This is an optimization exercise on Yosys and OpenROAD, whose aim is small area, a short achievable clock period and few clock cycles per item, not a production implementation. In this exercise RTL edits were held to simulation tests only and were not proved equivalent to the original. No activity file was given, so power comes from the tool's default toggle rates.

### design.v
module viterbi_16bit (input [15:0] code_in, output [7:0] data_out);
  wire new_n25, new_n26, new_n27, new_n28, new_n29, new_n30, new_n31,
    new_n32, new_n33, new_n34, new_n35, new_n36, new_n37, new_n38, new_n39,
    new_n40, new_n41, new_n42, new_n43, new_n44, new_n45, new_n46, new_n47,
    new_n48, new_n49, new_n50, new_n51, new_n52, new_n53, new_n54, new_n55,
    new_n56, new_n57, new_n58, new_n59, new_n60, new_n61, new_n62, new_n63,
    new_n64, new_n65, new_n66, new_n67, new_n68, new_n69, new_n70, new_n71,
    new_n72, new_n73, new_n74, new_n75, new_n76, new_n77, new_n78, new_n79,
    new_n80, new_n81, new_n82, new_n83, new_n84, new_n85, new_n86, new_n87,
    new_n88, new_n89, new_n90, new_n91, new_n92, new_n93, new_n94, new_n95,
    new_n96, new_n97, new_n98, new_n99, new_n100, new_n101, new_n102,
    new_n103, new_n104, new_n105, new_n106, new_n107, new_n108, new_n109,
    new_n110, new_n111, new_n112, new_n113, new_n114, new_n115, new_n116,
    new_n117, new_n118, new_n119, new_n120, new_n121, new_n122, new_n123,
    new_n124, new_n125, new_n126, new_n127, new_n128, new_n129, new_n130,
    new_n131, new_n132, new_n133, new_n134, new_n135, new_n136, new_n137,
    new_n138, new_n139, new_n140, new_n141, new_n142, new_n143, new_n144,
    new_n145, new_n146, new_n147, new_n148, new_n149, new_n150, new_n151,
    new_n152, new_n153, new_n154, new_n155, new_n156, new_n157, new_n158,
    new_n160, new_n161, new_n162, new_n163, new_n165, new_n166, new_n167,
    new_n168, new_n169, new_n170, new_n171, new_n172, new_n173, new_n174,
    new_n175, new_n176, new_n177, new_n178, new_n180, new_n181, new_n182,
    new_n183, new_n184, new_n185, new_n186, new_n187, new_n188, new_n189,
    new_n190, new_n191, new_n192, new_n193, new_n194, new_n195, new_n197,
    new_n198, new_n199, new_n200, new_n201, new_n202, new_n203, new_n204,
    new_n205, new_n206, new_n207, new_n208, new_n209, new_n210, new_n211,
    new_n212, new_n213, new_n214, new_n215, new_n216, new_n218, new_n219,
    new_n220, new_n221, new_n223, new_n224, new_n226, new_n227, new_n228,
    new_n229;
  assign new_n25 = ~code_in[0] & ~code_in[1];
  assign new_n26 = code_in[2] & ~code_in[3];
  assign new_n27 = ~code_in[2] & code_in[3];
  assign new_n28 = ~new_n26 & ~new_n27;
  assign new_n29 = ~new_n25 & ~new_n28;
  assign new_n30 = code_in[0] & code_in[1];
  assign new_n31 = ~new_n29 & ~new_n30;
  assign new_n32 = new_n28 & ~new_n30;
  assign new_n33 = ~new_n29 & ~new_n32;
  assign new_n34 = code_in[4] & ~code_in[5];
  assign new_n35 = ~code_in[4] & code_in[5];
  assign new_n36 = ~new_n34 & ~new_n35;
  assign new_n37 = ~code_in[3] & ~new_n36;
  assign new_n38 = code_in[3] & new_n36;
  assign new_n39 = ~new_n37 & ~new_n38;
  assign new_n40 = ~new_n33 & ~new_n39;
  assign new_n41 = ~new_n25 & ~new_n30;
  assign new_n42 = ~new_n33 & ~new_n41;
  assign new_n43 = code_in[6] & ~code_in[7];
  assign new_n44 = ~code_in[6] & code_in[7];
  assign new_n45 = ~new_n43 & ~new_n44;
  assign new_n46 = code_in[2] & ~code_in[4];
  assign new_n47 = ~code_in[2] & code_in[4];
  assign new_n48 = ~new_n46 & ~new_n47;
  assign new_n49 = new_n45 & ~new_n48;
  assign new_n50 = ~new_n45 & new_n48;
  assign new_n51 = ~new_n49 & ~new_n50;
  assign new_n52 = ~code_in[5] & ~new_n31;
  assign new_n53 = code_in[5] & new_n31;
  assign new_n54 = ~new_n52 & ~new_n53;
  assign new_n55 = ~new_n45 & new_n54;
  assign new_n56 = new_n45 & ~new_n54;
  assign new_n57 = ~new_n55 & ~new_n56;
  assign new_n58 = ~new_n51 & ~new_n57;
  assign new_n59 = ~code_in[4] & ~code_in[6];
  assign new_n60 = code_in[4] & code_in[6];
  assign new_n61 = ~new_n59 & ~new_n60;
  assign new_n62 = ~code_in[8] & ~code_in[9];
  assign new_n63 = code_in[8] & code_in[9];
  assign new_n64 = ~new_n62 & ~new_n63;
  assign new_n65 = ~new_n61 & new_n64;
  assign new_n66 = new_n61 & ~new_n64;
  assign new_n67 = ~new_n65 & ~new_n66;
  assign new_n68 = new_n28 & ~new_n67;
  assign new_n69 = ~new_n28 & new_n67;
  assign new_n70 = ~new_n68 & ~new_n69;
  assign new_n71 = ~new_n42 & ~new_n70;
  assign new_n72 = new_n58 & ~new_n71;
  assign new_n73 = ~new_n33 & new_n51;
  assign new_n74 = new_n57 & ~new_n73;
  assign new_n75 = new_n70 & new_n74;
  assign new_n76 = code_in[12] & ~code_in[13];
  assign new_n77 = ~code_in[12] & code_in[13];
  assign new_n78 = ~new_n76 & ~new_n77;
  assign new_n79 = ~code_in[11] & ~new_n78;
  assign new_n80 = code_in[11] & new_n78;
  assign new_n81 = ~new_n79 & ~new_n80;
  assign new_n82 = ~new_n64 & new_n81;
  assign new_n83 = new_n64 & ~new_n81;
  assign new_n84 = ~new_n82 & ~new_n83;
  assign new_n85 = new_n72 & new_n84;
  assign new_n86 = ~new_n42 & ~new_n57;
  assign new_n87 = ~new_n70 & ~new_n74;
  assign new_n88 = ~new_n86 & ~new_n87;
  assign new_n89 = ~new_n85 & new_n88;
  assign new_n90 = ~new_n75 & new_n89;
  assign new_n91 = ~new_n72 & ~new_n90;
  assign new_n92 = ~new_n40 & new_n91;
  assign new_n93 = ~new_n40 & new_n54;
  assign new_n94 = new_n45 & ~new_n58;
  assign new_n95 = ~new_n93 & ~new_n94;
  assign new_n96 = code_in[10] & ~code_in[11];
  assign new_n97 = ~code_in[10] & code_in[11];
  assign new_n98 = ~new_n96 & ~new_n97;
  assign new_n99 = ~code_in[9] & new_n98;
  assign new_n100 = code_in[9] & ~new_n98;
  assign new_n101 = ~new_n99 & ~new_n100;
  assign new_n102 = new_n95 & new_n101;
  assign new_n103 = ~new_n95 & ~new_n101;
  assign new_n104 = ~new_n102 & ~new_n103;
  assign new_n105 = ~new_n75 & ~new_n104;
  assign new_n106 = ~new_n92 & new_n105;
  assign new_n107 = new_n92 & new_n104;
  assign new_n108 = ~new_n105 & ~new_n107;
  assign new_n109 = ~new_n40 & new_n108;
  assign new_n110 = ~new_n72 & new_n109;
  assign new_n111 = ~new_n74 & new_n110;
  assign new_n112 = ~new_n106 & ~new_n111;
  assign new_n113 = new_n42 & new_n112;
  assign new_n114 = new_n39 & ~new_n113;
  assign new_n115 = ~new_n40 & ~new_n114;
  assign new_n116 = new_n31 & new_n115;
  assign new_n117 = ~new_n86 & new_n91;
  assign new_n118 = new_n108 & ~new_n117;
  assign new_n119 = code_in[14] & ~code_in[15];
  assign new_n120 = ~code_in[14] & code_in[15];
  assign new_n121 = ~new_n119 & ~new_n120;
  assign new_n122 = code_in[13] & ~new_n98;
  assign new_n123 = ~code_in[13] & new_n98;
  assign new_n124 = ~new_n122 & ~new_n123;
  assign new_n125 = new_n121 & ~new_n124;
  assign new_n126 = ~new_n121 & new_n124;
  assign new_n127 = ~new_n125 & ~new_n126;
  assign new_n128 = ~new_n118 & new_n127;
  assign new_n129 = ~new_n84 & ~new_n117;
  assign new_n130 = ~new_n109 & new_n129;
  assign new_n131 = new_n90 & ~new_n130;
  assign new_n132 = ~new_n127 & new_n131;
  assign new_n133 = ~new_n128 & ~new_n132;
  assign new_n134 = new_n108 & ~new_n133;
  assign new_n135 = new_n93 & new_n134;
  assign new_n136 = new_n84 & new_n117;
  assign new_n137 = ~new_n129 & ~new_n136;
  assign new_n138 = ~new_n108 & new_n137;
  assign new_n139 = new_n121 & new_n134;
  assign new_n140 = ~new_n138 & ~new_n139;
  assign new_n141 = new_n107 & new_n133;
  assign new_n142 = new_n113 & new_n141;
  assign new_n143 = ~new_n112 & ~new_n133;
  assign new_n144 = new_n84 & new_n143;
  assign new_n145 = code_in[15] & ~new_n78;
  assign new_n146 = ~code_in[15] & new_n78;
  assign new_n147 = ~new_n145 & ~new_n146;
  assign new_n148 = ~new_n144 & ~new_n147;
  assign new_n149 = ~new_n142 & new_n148;
  assign new_n150 = ~new_n140 & ~new_n149;
  assign new_n151 = code_in[13] & new_n108;
  assign new_n152 = new_n98 & ~new_n110;
  assign new_n153 = ~new_n151 & ~new_n152;
  assign new_n154 = new_n150 & ~new_n153;
  assign new_n155 = ~new_n121 & ~new_n133;
  assign new_n156 = ~new_n138 & new_n155;
  assign new_n157 = new_n130 & new_n143;
  assign new_n158 = new_n121 & ~new_n157;
  assign data_out[6] = ~new_n156 & ~new_n158;
  assign new_n160 = code_in[13] & data_out[6];
  assign new_n161 = ~code_in[13] & ~data_out[6];
  assign new_n162 = ~new_n160 & ~new_n161;
  assign new_n163 = ~new_n150 & ~new_n162;
  assign data_out[4] = ~new_n154 & ~new_n163;
  assign new_n165 = ~new_n98 & data_out[4];
  assign new_n166 = new_n98 & ~data_out[4];
  assign new_n167 = ~new_n165 & ~new_n166;
  assign new_n168 = new_n81 & ~new_n150;
  assign new_n169 = ~new_n81 & new_n150;
  assign new_n170 = ~new_n168 & ~new_n169;
  assign new_n171 = ~new_n167 & new_n170;
  assign new_n172 = new_n74 & ~new_n110;
  assign new_n173 = ~new_n64 & new_n117;
  assign new_n174 = ~new_n172 & new_n173;
  assign new_n175 = new_n64 & ~new_n117;
  assign new_n176 = ~new_n174 & ~new_n175;
  assign new_n177 = ~new_n106 & ~new_n176;
  assign new_n178 = new_n167 & new_n177;
  assign data_out[3] = new_n171 | new_n178;
  assign new_n180 = ~new_n64 & ~data_out[3];
  assign new_n181 = new_n64 & data_out[3];
  assign new_n182 = ~new_n180 & ~new_n181;
  assign new_n183 = ~new_n135 & ~new_n182;
  assign new_n184 = new_n42 & new_n114;
  assign new_n185 = new_n183 & ~new_n184;
  assign new_n186 = ~new_n86 & ~new_n91;
  assign new_n187 = ~new_n54 & new_n186;
  assign new_n188 = ~new_n172 & new_n187;
  assign new_n189 = new_n91 & new_n95;
  assign new_n190 = ~new_n188 & ~new_n189;
  assign new_n191 = ~new_n185 & ~new_n190;
  assign new_n192 = ~code_in[9] & ~data_out[4];
  assign new_n193 = code_in[9] & data_out[4];
  assign new_n194 = new_n183 & ~new_n193;
  assign new_n195 = ~new_n192 & new_n194;
  assign data_out[2] = new_n191 | new_n195;
  assign new_n197 = new_n48 & ~data_out[2];
  assign new_n198 = ~new_n48 & data_out[2];
  assign new_n199 = ~new_n197 & ~new_n198;
  assign new_n200 = new_n36 & new_n199;
  assign new_n201 = ~code_in[3] & ~new_n86;
  assign new_n202 = ~new_n33 & new_n201;
  assign new_n203 = ~new_n36 & new_n58;
  assign new_n204 = code_in[7] & ~data_out[3];
  assign new_n205 = ~code_in[7] & data_out[3];
  assign new_n206 = ~new_n204 & ~new_n205;
  assign new_n207 = new_n51 & ~new_n206;
  assign new_n208 = ~new_n113 & ~new_n207;
  assign new_n209 = ~new_n203 & new_n208;
  assign new_n210 = ~new_n202 & ~new_n209;
  assign new_n211 = ~new_n199 & new_n210;
  assign new_n212 = ~new_n200 & ~new_n211;
  assign new_n213 = code_in[2] & new_n212;
  assign new_n214 = ~code_in[2] & ~new_n212;
  assign new_n215 = ~new_n213 & ~new_n214;
  assign new_n216 = ~new_n115 & new_n215;
  assign data_out[0] = ~new_n116 & ~new_n216;
  assign new_n218 = ~new_n51 & new_n206;
  assign new_n219 = ~code_in[3] & new_n51;
  assign new_n220 = ~new_n218 & ~new_n219;
  assign new_n221 = new_n199 & new_n220;
  assign data_out[1] = new_n211 | new_n221;
  assign new_n223 = new_n78 & new_n150;
  assign new_n224 = ~new_n78 & ~new_n150;
  assign data_out[5] = new_n223 | new_n224;
  assign new_n226 = new_n147 & ~new_n157;
  assign new_n227 = new_n150 & new_n226;
  assign new_n228 = ~new_n155 & new_n226;
  assign new_n229 = ~new_n150 & ~new_n228;
  assign data_out[7] = ~new_n227 & ~new_n229;
endmodule
module viterbi_decoder(
    input clk, reset, start,
    input [383:0] code_in,
    output reg [191:0] data_out,
    output reg done
);
    wire [191:0] dec;
    genvar i;
    generate
        for (i = 0; i < 24; i = i + 1) begin : decoder
            viterbi_16bit decoder (
                .code_in(code_in[16*i +: 16]),
                .data_out(dec[8*i +: 8])
            );
        end
    endgenerate
    always @(posedge clk or negedge reset)
        if (!reset) done <= 1'b0;
        else        done <= start;
    always @(posedge clk)
        data_out <= dec;
endmodule
### flow/run.sh
#!/bin/bash
# The standard layout (the standard.sh, unchanged synthesis), with the port
# buffers that buffer_ports inserts on every input and output made the
# minimum-size buffer instead of the delay buffer it picks by default.
set -uo pipefail
export BUFFER_PORTS_ARGS="-buffer_cell sky130_fd_sc_hd__buf_1"
bash standard.sh finish > standard_flow.log 2>&1
rc=$?
tail -n 40 standard_flow.log
exit $rc
### standard.sh
#!/bin/bash
# synth_recipe.tcl (not shown) runs the flow's synth.tcl, then flattens the netlist and writes it again
# the make line also repeats each setting of config.mk as NAME=value (left out here)
make -C /OpenROAD-flow-scripts/flow DESIGN_CONFIG=/design/flow/config.mk WORK_HOME=/design/flow/orfs CLKGATE_MAP_FILE= SYNTH_SCRIPT=/design/flow/synth_recipe.tcl "${@:-finish}"
### config.mk
export PLATFORM = sky130hd
export DESIGN_NAME = viterbi_decoder
export DESIGN_NICKNAME = viterbi_decoder
export VERILOG_FILES = /design/flow/design.v
export SDC_FILE = /design/flow/constraint.sdc
export NUM_CORES = 4
export LEC_CHECK = 0
export ABC_AREA = 1
export CAP_MARGIN = 20
export CORE_MARGIN = 2
export CORE_UTILIZATION = 60
export SLEW_MARGIN = 20
### constraint.sdc
create_clock -name core_clock -period 10.0 [get_ports {clk}]
set_input_delay 2.0000 -clock core_clock [delete_from_list [all_inputs] [get_ports {clk}]]
set_output_delay 2.0000 -clock core_clock [all_outputs]
set_load 0.01 [all_outputs]
==> out/qor.csv <==
metric;value;unit
H-tree depth;4;
Pre-antenna DRT Iters;5;
initial antenna violation count;21;
Worst IR Drop VDD;140.6;uV
largest net degree at the start of global routing;17;
Die H;223.8;um
worst-margin pin slew;621.2;ps
final std cells w/o fill;6144;
post-CTS setup buffer count;0;
CTS tree;built;
Avg Vias per Cell;5.293;
status;timing/DRC/antenna clean;
pwr/cell area;202.1;nW/um2
synthesized instance count;4910;
RSZ-0062 raised after global routing;false;
final setup vio count;0;
total core area;47750;um2
final hold vios;0;
WL/cell;13.77;um
Routed Antenna Nets;0;
vias in the first global route;29330;
Hold Buf Count CTS;0;
commonest cells after routing, fill and taps aside;nand2_1, nand3_1, inv_1;
Max Slew Vio Count;0;
Final Critical Period;5246;ps
post-synth net total;5369;
Data arrival, critical path;5650;ps
Die Wd;223.8;um
P_leak;17.73;nW
Startpoint Class;input pin;
drt drc;0;
Setup TNS Final;0;ps
pre-CTS worst setup slack;4278;ps
mean post-synth cell area;5.902;um2
Starting Density;60.69;%
Highest Clock Rate;190.6;MHz
cell with the largest stage delay on the worst path;xor2_1;
Remaining Overflow, GRT;0;
hpwl dp;72.66;mm
worst setup margin;4754;ps
first-pass GRT wire length;136.2;mm
post-synthesis sequential element count;193;
Critical Path Fanout Max;6;
Layout Area Growth over Synthesis;12.05;%
Longest Clk Path Bufs;2;
ys flop type;dfxtp_1;
kind of critical path;input pin to register;
post-synth cell types;44;
Min Hold Slack;1247;ps
CTS clock-pin slew for the worst setup and hold paths;70;ps
total of max-cap violations;0;
placed inst area;31870;um2
Routed WL;84.60;mm
Crit path top cell by count;nand2_1;
die area;50070;um2
most common cell after layout, fill and taps aside;nand2_1;
CP required;10400;ps
Final Cycle Share;52.46;%
final core occ;68.01;%
worst hold path class;input pin to async pin;
PortBufs;579;
vias;32520;
Placed Cells;6096;
Root Buffer;clkbuf_16;
layout cells sized above 1;12.61;%
# clock sinks;193;
routability cong.;0.9790;
sequential-to-total area share from yosys stat;13.35;%
Syn Std Cell Area;28980;um2
CP Capture Type;register;
critical path's largest stage delay;350;ps
row count;80;
I/O pin cnt;580;
Final Power;6.563;mW
drt initial violations;1921;
relative slew slack;58.29;%
Final nets;5959;
TritonCTS buffer count;17;
EDFF count, synth;0;
post-cts resize count;0;
Synth warnings;1;
Final Cell Area;32470;um2
Tot GR Track Use;32.83;%
Async SR Flop Fraction;0.5181;%
## report_power, final
part	leakage [nW]	switching [mW]	internal, mW
combinational	15.8	3.06	1.53
sequential	1.63	0.119	1.15
clock	0.264	0.346	0.360
total	17.7	3.52	3.04
## layout make-up
class / instances / area [um2]
multi-input cells: 3986 / 22340
fillers: 4738 / 15280
flip-flops and latches: 193 / 3869
inverters: 723 / 2714
repair buffers: 579 / 2173
well taps: 615 / 769.5
clock buffers: 22 / 474.2
clock inverters: 9 / 83.83
diodes: 17 / 42.54
## state kept, by name (all words and copies together) (netlist names)
signal / cells
done: 1
data_out: 192
## critical path, delay by kind of cell
kind,cells,cell delay (ps)
xor+xnor,2,560
fa+ha+maj,1,180
buf+inv,3,400
simple gates,27,2480
## kinds of logic after synthesis
family,Yosys count,synth area share [%]
AOI/OAI and AO/OA,323,6.835
adders and majority gates,72,3.109
xor gates and xnor gates,376,12.50
buffers and inverters,731,9.546
muxes,7,0.2720
and+or+nand+nor,3208,54.38
DFF,193,13.35
## synth_stat cells, drive strengths merged (2+ instances only)
| library cell | n | area, um2 |
|---|---|---|
| nand2 | 1888 | 7918 |
| nand3 | 908 | 5070 |
| inv | 723 | 2714 |
| xor2 | 241 | 2328 |
| o21ai | 231 | 1385 |
| dfxtp | 192 | 3844 |
| xnor2 | 135 | 1295 |
| nor2 | 121 | 474.2 |
| nand3b | 115 | 908.4 |
| nand4 | 99 | 914.6 |
| ha | 72 | 900.9 |
| or2 | 67 | 419.2 |
| a21oi | 47 | 242.7 |
| o21bai | 18 | 138.9 |
| o21a | 17 | 127.6 |
| nor3 | 9 | 45.04 |
| buf | 8 | 52.55 |
| mux2 | 7 | 78.83 |
| a31o | 6 | 52.55 |
| a21boi | 2 | 18.77 |
## worst paths after layout
check | cells past startpoint | slack (ps) | startpoint | end
worst max-delay path | 33 | 4750 | code_in[68] | data_out[32]$_DFF_P_
worst min-delay path | 1 | 1250 | reset | done$_DFF_PN0_
max in group asynchronous | 1 | 8660 | reset | done$_DFF_PN0_
min in group core_clock | 1 | 1590 | start | done$_DFF_PN0_
## per-layer routing
| metal | vias up | wire, um | track usage [%] |
|---|---|---|---|
| met2 | 928 | 38630 | 55.14 |
| met3 | 187 | 6144 | 7.791 |
| met1 | 14450 | 36070 | 39.57 |
| met4 | 16 | 3653 | 15.46 |
| met5 | - | 101 | 0 |
| li1 | 16940 | - | - |
Testbench counts, summed over its fixed seeds: cycles 384, items 384.

==> port drivers added, routing unchanged <==
The results above use ideal ports. As a check the final layout listed here was re-extracted and re-timed, cells and wires unchanged. Step 1 (the two cells are an assumption about what drives the block):
set clk [get_ports {clk}]
set_driving_cell -lib_cell sky130_fd_sc_hd__clkbuf_16 $clk
set_driving_cell -lib_cell sky130_fd_sc_hd__buf_2 [delete_from_list [all_inputs] $clk]
Step 2, shift: input delay + t, output delay - t, t = (earliest + latest rising clock arrival at the registers) / 2. This alone moves slack from input paths to output paths. a / b / c = ideal / step 1 / step 2; a / b = the first two.
t, ns: 0.573
setup WS [ns]: 4.754 / 4.791 / 4.218
latest minus earliest clock arrival (ns): 0.019 / 0.018
worst register clock-pin slew, ns: 0.08 / 0.08
After both steps this run still meets setup and hold. The setup slack of this run moves by +0.037 ns with the drivers and by -0.536 ns with both steps.
